Background: an optimization exercise with open tools, aiming at small area. Do not read the settings as production practice. Only simulation tests tie the RTL to the original design; equivalence was not proved. No driver is modelled on the clock port, so clocking that relies on it looks cheaper here than on a real chip. Power and IR drop assume default switching activity.

Design pong_core, start of the top module:
module pong_core(clk,BTN_EAST, BTN_WEST, Reset, CounterX, CounterY, inDisplayArea, vga_R, vga_G, vga_B, oLed);
==> flow/config.mk <==
export PLATFORM = sky130hd
export DESIGN_NAME = pong_core
export DESIGN_NICKNAME = pong_core
export VERILOG_FILES = /design/flow/design.v
export SDC_FILE = /design/flow/constraint.sdc
export NUM_CORES = 4
export LEC_CHECK = 0
export CAP_MARGIN = 20
export CORE_MARGIN = 2
export CORE_UTILIZATION = 70
export SLEW_MARGIN = 20
export SYNTH_HIERARCHICAL = 1
==> flow/constraint.sdc <==
create_clock -name core_clock -period 10.0 [get_ports {clk}]
set_input_delay 2.0000 -clock core_clock [delete_from_list [all_inputs] [get_ports {clk}]]
set_output_delay 2.0000 -clock core_clock [all_outputs]
set_load 0.01 [all_outputs]
standard.sh (not shown) runs the stock make flow with config.mk's settings and CLKGATE_MAP_FILE= SYNTH_SCRIPT=/design/flow/synth_recipe.tcl, a recipe that flattens the netlist after the stock synthesis.
==> flow/flow/run.sh <==
#!/bin/bash
# The standard layout (standard.sh, with its synthesis unchanged), with these
# changes to the physical steps:
#  - after the floorplan, combinational cells that synthesis sized up are
#    sized down to the smallest cell of their footprint (flow/downsize.tcl);
#    the placement repair steps then fix any slew or capacitance limit;
#  - the smallest buffer (buf_1) on each input and output port;
#  - a clock tree of clkbuf_4 without the dummy loads CTS adds to balance it,
#    with its root and its slowest leaves made clkbuf_8 (flow/resize_ct.tcl).
# make's output goes to standard.log; each ORFS step logs to orfs/logs/.
set -euo pipefail
here=$(pwd)
bash standard.sh \
  POST_FLOORPLAN_TCL="$here/flow/downsize.tcl" \
  BUFFER_PORTS_ARGS="-buffer_cell sky130_fd_sc_hd__buf_1" \
  CTS_ARGS="-sink_clustering_enable -repair_clock_nets -dont_use_dummy_load -buf_list sky130_fd_sc_hd__clkbuf_4" \
  POST_CTS_TCL="$here/flow/resize_ct.tcl" \
  finish > standard.log 2>&1
==> flow/flow/resize_ct.tcl <==
set db [ord::get_db]
set block [ord::get_db_block]
set big [$db findMaster sky130_fd_sc_hd__clkbuf_8]
set clk_net [[$block findBTerm clk] getNet]
foreach it [$clk_net getITerms] {
  set inst [$it getInst]
  if { [string match "sky130_fd_sc_hd__clkbuf_*" [[$inst getMaster] getName]] } { $inst swapMaster $big }
}
estimate_parasitics -placement
set n_up 0
foreach inst [$block getInsts] {
  if { [[$inst getMaster] getName] ne "sky130_fd_sc_hd__clkbuf_4" } { continue }
  set net [[$inst findITerm X] getNet]
  set worst 0.0
  foreach it [$net getITerms] {
    if { ![$it isInputSignal] } { continue }
    set s [get_property [get_pins [$it getName /]] slew_max]
    if { $s > $worst } { set worst $s }
  }
  if { $worst > 0.125 } { $inst swapMaster $big; incr n_up }
}
puts "resize_ct: $n_up leaf buffers made clkbuf_8"
detailed_placement
estimate_parasitics -placement
Other scripts of this flow, unchanged in this note and not shown: flow/flow/downsize.tcl
==> next run, changes <==
--- a/flow/flow/resize_ct.tcl
+++ b/flow/flow/resize_ct.tcl
@@ -20 +20 @@
-  if { $worst > 0.125 } { $inst swapMaster $big; incr n_up }
+  if { $worst > 0.115 } { $inst swapMaster $big; incr n_up }
The changed run passed the timing, DRC and antenna checks.
Clock-buffer cell count is unchanged.
Synthesized cell count stays the same.
Final area barely changes.
Core utilization came out higher by 0.12 points.
Non-clock buffer count stays the same.
Die area stays the same.
Worst hold slack improved by 0.0091 ns.
Clock skew stays flat.
Combinational power hardly moves.
Sequential share of layout area is about the same.
Cell count is unchanged.

* * *

== main ==
Another version of the RTL of pong_core (not shown whole).
Size: ~35 I/O pins, ~3700 sq um of cells after synthesis.
export LEC_CHECK = 0
export CAP_MARGIN = 20
export CORE_MARGIN = 2
export CORE_UTILIZATION = 85
export SLEW_MARGIN = 20
export SYNTH_HIERARCHICAL = 1
create_clock -name core_clock -period 10.0 [get_ports {clk}]
==> flow/flow/downsize.tcl <==
# Downsize every combinational cell that synthesis sized up (drive > 1) to
# the smallest cell of the same footprint; buffers, inverters, clock cells
# and registers are left alone. Timing has a large margin at this period;
# the later repair steps fix any slew or capacitance limit this breaks.
set ::downsize_count 0
set ::downsize_saved 0.0
foreach inst [[ord::get_db_block] getInsts] {
  set master [$inst getMaster]
  set name [$master getName]
  if { ![regexp {^(sky130_fd_sc_hd__[a-z0-9]+)_([0-9]+)$} $name -> base size] } { continue }
  if { $size <= 1 } { continue }
  if { [regexp {__(buf|inv|clk|dly|df|edf|sdf|dl|conb|tap|fill|decap|bufinv|probe|lpflow|mux2)} $base] } {
    if { ![string match "*__mux2*" $base] } { continue }
  }
  set best ""
  set best_area 1e9
  foreach s {0 1 2} {
    set m [[ord::get_db] findMaster ${base}_$s]
    if { $m eq "NULL" || $m eq "" } { continue }
    if { $s >= $size } { continue }
    set a [expr {[$m getWidth] * [$m getHeight]}]
    if { $a < $best_area } { set best $m; set best_area $a }
  }
  if { $best eq "" } { continue }
  set old_area [expr {[$master getWidth] * [$master getHeight]}]
  if { [$inst swapMaster $best] } {
    incr ::downsize_count
    set ::downsize_saved [expr {$::downsize_saved + ($old_area - $best_area) / 1e6}]
  }
}
puts "downsize: $::downsize_count cells, [format %.1f $::downsize_saved] um2"
==> flow/flow/resize_ct.tcl <==
set db [ord::get_db]
set block [ord::get_db_block]
set big [$db findMaster sky130_fd_sc_hd__clkbuf_8]
set clk_net [[$block findBTerm clk] getNet]
foreach it [$clk_net getITerms] {
  set inst [$it getInst]
  if { [string match "sky130_fd_sc_hd__clkbuf_*" [[$inst getMaster] getName]] } { $inst swapMaster $big }
}
estimate_parasitics -placement
set n_up 0
foreach inst [$block getInsts] {
  if { [[$inst getMaster] getName] ne "sky130_fd_sc_hd__clkbuf_4" } { continue }
  set net [[$inst findITerm X] getNet]
  set worst 0.0
  foreach it [$net getITerms] {
    if { ![$it isInputSignal] } { continue }
    set s [get_property [get_pins [$it getName /]] slew_max]
    if { $s > $worst } { set worst $s }
  }
  if { $worst > 0.100 } { $inst swapMaster $big; incr n_up }
}
puts "resize_ct: $n_up leaf buffers made clkbuf_8"
detailed_placement
estimate_parasitics -placement
Scripts as last shown in full above: flow/flow/run.sh
main | stages: all done | timing, DRC, antenna: all pass
The inputs of the feature branch differ from those of main as listed below.
Settings: a change of CORE_UTILIZATION from 85 to 70.
### Flow results
Diff main -> the feature branch: worst-case headroom to the max-slew limit shows a reduction of 14 points; power shows a reduction of about 0.5%; portion of the layout cell area used by clock cells shows no meaningful change; final worst hold slack shows a reduction of 0.031 ns; worst-case setup margin in the final layout shows an increase of 0.10 ns. Looking at total iterations of the first detailed-routing run, the feature branch sits 1 below main. Cmp the feature branch vs main: register share of the cell area lower in the feature branch.

* * *

old:
Another version of the RTL of pong_core (not shown whole).
Size in the first run: about 410 cells after synthesis, ~35 I/O pins, ~3700 um^2 of cells after synthesis.
==> flow/config.mk <==
export PLATFORM = sky130hd
export DESIGN_NAME = pong_core
export DESIGN_NICKNAME = pong_core
export VERILOG_FILES = /design/flow/design.v
export SDC_FILE = /design/flow/constraint.sdc
export NUM_CORES = 4
export LEC_CHECK = 0
export CAP_MARGIN = 20
export CORE_MARGIN = 2
export CORE_UTILIZATION = 70
export SLEW_MARGIN = 20
export SYNTH_HIERARCHICAL = 1
==> flow/constraint.sdc <==
create_clock -name core_clock -period 10.0 [get_ports {clk}]
set_input_delay 2.0000 -clock core_clock [delete_from_list [all_inputs] [get_ports {clk}]]
set_output_delay 2.0000 -clock core_clock [all_outputs]
set_load 0.01 [all_outputs]
==> flow/flow/resize_ct.tcl <==
set db [ord::get_db]
set block [ord::get_db_block]
set big [$db findMaster sky130_fd_sc_hd__clkbuf_8]
set clk_net [[$block findBTerm clk] getNet]
foreach it [$clk_net getITerms] {
  set inst [$it getInst]
  if { [string match "sky130_fd_sc_hd__clkbuf_*" [[$inst getMaster] getName]] } { $inst swapMaster $big }
}
estimate_parasitics -placement
set n_up 0
foreach inst [$block getInsts] {
  if { [[$inst getMaster] getName] ne "sky130_fd_sc_hd__clkbuf_4" } { continue }
  set net [[$inst findITerm X] getNet]
  set worst 0.0
  foreach it [$net getITerms] {
    if { ![$it isInputSignal] } { continue }
    set s [get_property [get_pins [$it getName /]] slew_max]
    if { $s > $worst } { set worst $s }
  }
  if { $worst > 0.115 } { $inst swapMaster $big; incr n_up }
}
puts "resize_ct: $n_up leaf buffers made clkbuf_8"
detailed_placement
estimate_parasitics -placement
Scripts as last shown in full above: flow/flow/run.sh, flow/flow/downsize.tcl
### old -> new
diff --git a/flow/flow/resize_ct.tcl b/flow/flow/resize_ct.tcl
--- a/flow/flow/resize_ct.tcl
+++ b/flow/flow/resize_ct.tcl
@@ -18,5 +18,5 @@
     if { $s > $worst } { set worst $s }
   }
-  if { $worst > 0.115 } { $inst swapMaster $big; incr n_up }
+  if { $worst > 0.100 } { $inst swapMaster $big; incr n_up }
 }
 puts "resize_ct: $n_up leaf buffers made clkbuf_8"
- old and new ended up with nearly the same design area.
- Diff old -> new: number of fill cells in the layout about even; layout-stage area growth over the synthesis result saw an increase.
- Between old and new, the data required time at the worst endpoint does not differ in any meaningful way.
- | maximum achievable frequency | new vs old | ≈ equal |

* * *

Another version of the RTL of pong_core (not shown whole).
For scale: roughly 470 cells after synthesis, ~80 flip-flops, roughly 35 I/O pins, about 4200 um^2 of cells after synthesis.
clock: 10.0 ns
lec_check: 0
cap_margin: 20
core_margin: 2
core_utilization: 75
slew_margin: 20
==> flow/flow/run.sh <==
#!/bin/bash
# The standard layout, with the smallest buffer on each input and output port.
set -euo pipefail
bash standard.sh BUFFER_PORTS_ARGS="-buffer_cell sky130_fd_sc_hd__buf_1" finish > standard.log 2>&1
Edit:
==> flow/run.sh (new file) <==
#!/bin/bash
# synth_recipe.tcl (not shown) runs the flow's synth.tcl, then flattens the netlist and writes it again
# the make line also repeats each setting of config.mk as NAME=value (left out here)
make -C /OpenROAD-flow-scripts/flow DESIGN_CONFIG=/design/flow/config.mk WORK_HOME=/design/flow/orfs CLKGATE_MAP_FILE= SYNTH_SCRIPT=/design/flow/synth_recipe.tcl finish
- CORE_UTILIZATION: 75 -> 40
removed: flow/flow/run.sh
removed: flow/standard.sh
The changed run went through all stages and came out clean.
First-iteration DRC count is unchanged.
Setup slack degrades by 330 ps.
Clock power drops by about 4%.
Critical path depth stays the same.
Count of clock-buffer cells in the layout drops by 3.
Utilization drops by 37 points.
Edit:
- CORE_UTILIZATION: 40 -> 75
What happened: Setup slack got worse by 27 ps. First-iteration DRC count rose by 31%. Count of clock-buffer cells in the layout rose by 1. Worst hold slack improved by 9.9 ps. Design area fell by 1.9%.
Edit:
==> flow/flow/run.sh (new file) <==
#!/bin/bash
# The standard layout, with the smallest buffer on each input and output port
# and the clock tree collapsed into one root buffer (flow/collapse_cts.tcl).
set -euo pipefail
here=$(pwd)
bash standard.sh \
  BUFFER_PORTS_ARGS="-buffer_cell sky130_fd_sc_hd__buf_1" \
  CTS_ARGS="-sink_clustering_enable -repair_clock_nets -dont_use_dummy_load -buf_list sky130_fd_sc_hd__clkbuf_16" \
  POST_CTS_TCL="$here/flow/collapse_cts.tcl" \
  finish > standard.log 2>&1
==> flow/flow/collapse_cts.tcl (new file) <==
# Runs at the end of the CTS step (POST_CTS_TCL): the clock tree that CTS
# built for this small design is collapsed into its root buffer, which is
# made large enough to drive every clock sink itself. The clock port still
# drives only that buffer.
set block [ord::get_db_block]
set db [ord::get_db]
set clk_port [$block findBTerm clk]
set clk_net [$clk_port getNet]
set root ""
foreach it [$clk_net getITerms] {
  if { [string match "sky130_fd_sc_hd__clkbuf_*" [[$it getInst] getMaster] ] } { }
  set inst [$it getInst]
  if { [string match "sky130_fd_sc_hd__clkbuf_*" [[$inst getMaster] getName]] } { set root $inst }
}
if { $root eq "" } { error "no clock root buffer found" }
set root_net [[$root findITerm X] getNet]
set sinks {}
set dead_insts {}
set dead_nets {}
proc walk { net } {
  global sinks dead_insts dead_nets
  foreach it [$net getITerms] {
    if { [$it isOutputSignal] } { continue }
    set inst [$it getInst]
    set m [[$inst getMaster] getName]
    if { [string match "sky130_fd_sc_hd__clkbuf_*" $m] || [string match "sky130_fd_sc_hd__clkinv*" $m] || [string match "sky130_fd_sc_hd__bufinv*" $m] } {
      lappend dead_insts $inst
      set out [$inst findITerm X]
      if { $out eq "NULL" || $out eq "" } { set out [$inst findITerm Y] }
      set onet [$out getNet]
      if { $onet ne "NULL" && $onet ne "" } { lappend dead_nets $onet; walk $onet }
    } else {
      lappend sinks $it
    }
  }
}
walk $root_net
puts "collapse_cts: [llength $sinks] sinks, removing [llength $dead_insts] buffers"
foreach it $sinks { $it disconnect; $it connect $root_net }
foreach inst $dead_insts { odb::dbInst_destroy $inst }
foreach net $dead_nets { odb::dbNet_destroy $net }
$root swapMaster [$db findMaster sky130_fd_sc_hd__clkbuf_16]
detailed_placement
check_placement -verbose
estimate_parasitics -placement
report_clock_skew
==> flow/standard.sh (new file) <==
#!/bin/bash
# synth_recipe.tcl (not shown) runs the flow's synth.tcl, then flattens the netlist and writes it again
# the make line also repeats each setting of config.mk as NAME=value (left out here)
make -C /OpenROAD-flow-scripts/flow DESIGN_CONFIG=/design/flow/config.mk WORK_HOME=/design/flow/orfs CLKGATE_MAP_FILE= SYNTH_SCRIPT=/design/flow/synth_recipe.tcl "${@:-finish}"
- CORE_UTILIZATION: 75 -> 60
removed: flow/run.sh
The new run ran to the end with no violations. Critical path depth stays the same. Total power is higher by 6.8%. Sequential share of layout area came out higher by 1.1 points. Design area drops by 3.1%. Synthesized cell count stays the same.

## re-timing with driven ports
Ports are ideal in the flow. The routed layouts listed here were re-timed in OpenROAD.
Step 1: set_driving_cell puts a clkbuf_16 on clk and a buf_2 on each other input, an assumption about the parent block.
Step 2 also shifts input and output timing later by t, the mid clock arrival at the registers, as if the neighbouring blocks saw the same clock.
Three values: no drivers, after step 1, after step 2; two values: the first two.
| run | t (ns) | slack for setup (ns) | worst slew at a driven data input, ns |
|---|---|---|---|
| the first run of note 1 | 0.368 | 6.391 / 6.388 / 6.020 | 0.03 |
| the second run of note 1 | 0.363 | 6.384 / 6.382 / 6.019 | 0.03 |
| main | 0.377 | 6.257 / 6.263 / 5.886 | 0.04 |
| the feature branch | 0.369 | 6.359 / 6.364 / 5.995 | 0.03 |
| old | 0.369 | 6.513 / 6.522 / 6.152 | 0.03 |
| new | 0.372 | 6.519 / 6.528 / 6.156 | 0.03 |
| the first run of note 4 | 0.375 | 5.876 / 5.882 / 5.507 | 0.03 |
| the second run of note 4 | 0.393 | 5.549 / 5.555 / 5.162 | 0.05 |
| the third run of note 4 | 0.383 | 5.522 / 5.528 / 5.145 | 0.03 |
| the fourth run of note 4 | 0.354 | 5.838 / 5.848 / 5.494 | 0.04 |
After both steps every run listed still meets setup and hold. The setup slack of the second run of note 4, which loses most, moves by +0.006 ns with the drivers and by -0.387 ns with both steps.
